From an optimization exercise on the open Yosys and OpenROAD flow, aimed at small area and a short achievable clock period; shortcuts taken in it are not production practice.
In this exercise RTL edits were held to simulation tests only and were not proved equivalent to the original.

==> inputs of v35 <==
==> flow/design.v (excerpt) <==
module CPU #(parameter WIDTH = 64) (
    clk,rst,write_data,overflow,
    pc,instr,mem_addr,mem_rdata,mem_wdata,mem_write
    );
    input wire clk;
    input wire rst;
    output wire [WIDTH-1:0] pc;
    input wire [31:0] instr;
    output wire [WIDTH-1:0] mem_addr;
    input wire [WIDTH-1:0] mem_rdata;
    output wire [WIDTH-1:0] mem_wdata;
    output wire mem_write;
    output wire [WIDTH-1:0] write_data;
    output wire overflow;
    wire [6:0] op = instr[6:0];
    wire [2:0] f3 = instr[14:12];
    wire       b30 = instr[30];
    wire [4:0] rs1 = instr[19:15];
    wire [4:0] rs2 = instr[24:20];
    wire [4:0] rd  = instr[11:7];
    wire isR  = (op == 7'b0110011);
    wire isIA = (op == 7'b0010011);
    wire isL  = (op == 7'b0000011);
    wire isS  = (op == 7'b0100011);
    wire isB  = (op == 7'b1100011);
    wire isJ  = (op == 7'b1101111);
    wire regWrite = isR | isIA | isL;
    assign mem_write = isS;
    reg [64*32-1:64] rf;
    wire [63:0] wd_rf;                                
    wire [63:0] rs1_data;
    wire [63:0] rs2_data;
  ...
==> flow/config.mk <==
export PLATFORM = sky130hd
export DESIGN_NAME = CPU
export DESIGN_NICKNAME = CPU
export VERILOG_FILES = /design/flow/design.v
export SDC_FILE = /design/flow/constraint.sdc
export NUM_CORES = 4
export LEC_CHECK = 0
export CAP_MARGIN = 30
export CORE_MARGIN = 2
export CORE_UTILIZATION = 55
export CTS_BUF_LIST = sky130_fd_sc_hd__clkbuf_8
export PLACE_DENSITY = 0.65
export SLEW_MARGIN = 20
export SYNTH_HIERARCHICAL = 1
==> flow/constraint.sdc <==
create_clock -name core_clock -period 50.0 [get_ports {clk}]
set_input_delay 10.0000 -clock core_clock [delete_from_list [all_inputs] [get_ports {clk}]]
set_output_delay 10.0000 -clock core_clock [all_outputs]
set_load 0.01 [all_outputs]
standard.sh (not shown) runs the stock make flow with config.mk's settings and CLKGATE_MAP_FILE= SYNTH_SCRIPT=/design/flow/synth_recipe.tcl, a recipe that flattens the netlist after the stock synthesis.
==> flow/flow/run.sh <==
#!/bin/bash
# Layout flow: the standard layout (standard.sh) with two changes:
#  - buffer_ports gives every input and output port a plain buf_2 instead of
#    the delay buffer (clkdlybuf4s50_1) it picks by default;
#  - clock tree synthesis runs with its usual arguments but without dummy
#    loads (-dont_use_dummy_load).
# ORFS writes each step's full log under orfs/logs/; make's own output goes
# to standard.log here.
set -euo pipefail
export BUFFER_PORTS_ARGS="-buffer_cell sky130_fd_sc_hd__buf_2"
export CTS_ARGS="-sink_clustering_enable -repair_clock_nets -buf_list sky130_fd_sc_hd__clkbuf_8 -dont_use_dummy_load"
bash standard.sh > standard.log 2>&1
==> v38 (differences from v35) <==
==> flow/flow/run.sh (replaced) <==
#!/bin/bash
# Layout flow: the standard layout (standard.sh) with two changes:
#  - buffer_ports gives every input and output port a plain buf_2 instead of
#    the delay buffer (clkdlybuf4s50_1) it picks by default;
#  - clock tree synthesis builds the tree from clkbuf_4 cells and inserts no
#    dummy loads (-dont_use_dummy_load).
# ORFS writes each step's full log under orfs/logs/; make's own output goes
# to standard.log here.
set -euo pipefail
export BUFFER_PORTS_ARGS="-buffer_cell sky130_fd_sc_hd__buf_2"
export CTS_ARGS="-sink_clustering_enable -repair_clock_nets -buf_list sky130_fd_sc_hd__clkbuf_4 -dont_use_dummy_load"
bash standard.sh > standard.log 2>&1
Settings changed: CTS_BUF_LIST sky130_fd_sc_hd__clkbuf_8 to sky130_fd_sc_hd__clkbuf_4.
==> flow_metrics.py <==
metrics = {
    "power_and_ir_drop": {
        "clockPowerShare_pct": 24.7,
        "power.switching_fraction_pct": 35.5,
        "power_frac_comb_pct": 29.9,
        "switching_power_mw": 1.61,
    },
    "sta": {
        "timing.final.crit_share_pct": 55.5,
    },
    "run_status": {
        "run_status": "finished clean",
    },
    "layout": {
        "mostFrequentLayoutCells": "edfxtp_1, a222oi_1, clkbuf_4",
        "buffers": 692,
        "sh_seq_area_pct": 52.5,
        "multi_input_combinational_cell_area_mm2": 0.0421,
        "postLayoutCoreUtil_pct": 59.8,
    },
    "drt": {
        "routed-wl-met2_um": 200000,
    },
}
(the above is from v38)
==> flow_metrics.py <==
metrics = {
    "layout": {
        "sh_seq_area_pct": 52.2,
        "mostFrequentLayoutCells": "edfxtp_1, a222oi_1, nor2_1",
        "buffers": 697,
        "postLayoutCoreUtil_pct": 60.2,
        "multi_input_combinational_cell_area_mm2": 0.0421,
    },
    "power_and_ir_drop": {
        "switching_power_mw": 1.60,
        "power_frac_comb_pct": 29.2,
        "clockPowerShare_pct": 26.5,
    },
    "sta": {
        "timing.final.crit_share_pct": 55.5,
    },
    "run_status": {
        "run_status": "finished clean",
    },
    "drt": {
        "routed-wl-met2_um": 199000,
    },
}
(the above is from v35)

==> static timing again, ports no longer ideal <==
No port has a modelled driver above. Below, the same layouts with a new extraction and two added sets of constraints. Step 1 (the two cells are an assumption about what drives the block):
set clk [get_ports {clk}]
set_driving_cell -lib_cell sky130_fd_sc_hd__clkbuf_16 $clk
set_driving_cell -lib_cell sky130_fd_sc_hd__buf_2 [delete_from_list [all_inputs] $clk]
Step 2, shift: input delay + t, output delay - t, t = (earliest + latest rising clock arrival at the registers) / 2. This alone moves slack from input paths to output paths. Three values: ideal ports, drivers, drivers and shift; two values: the first two.
| run | t, ns | slack for setup (ns) | hold WS [ns] | worst setup path at the end | latest minus earliest clock arrival (ns) |
|---|---|---|---|---|---|
| v35 | 1.167 | 22.245 / 22.188 / 22.188 | 0.619 / 0.619 / 0.619 | input to output | 0.144 / 0.144 |
| v38 | 1.514 | 22.264 / 22.230 / 22.230 | 0.615 / 0.615 / 0.615 | input to output | 0.159 / 0.159 |
After both steps setup and hold are still met in every run listed. The setup slack of v35, which loses most, moves by -0.057 ns with the drivers and by -0.057 ns with both steps.
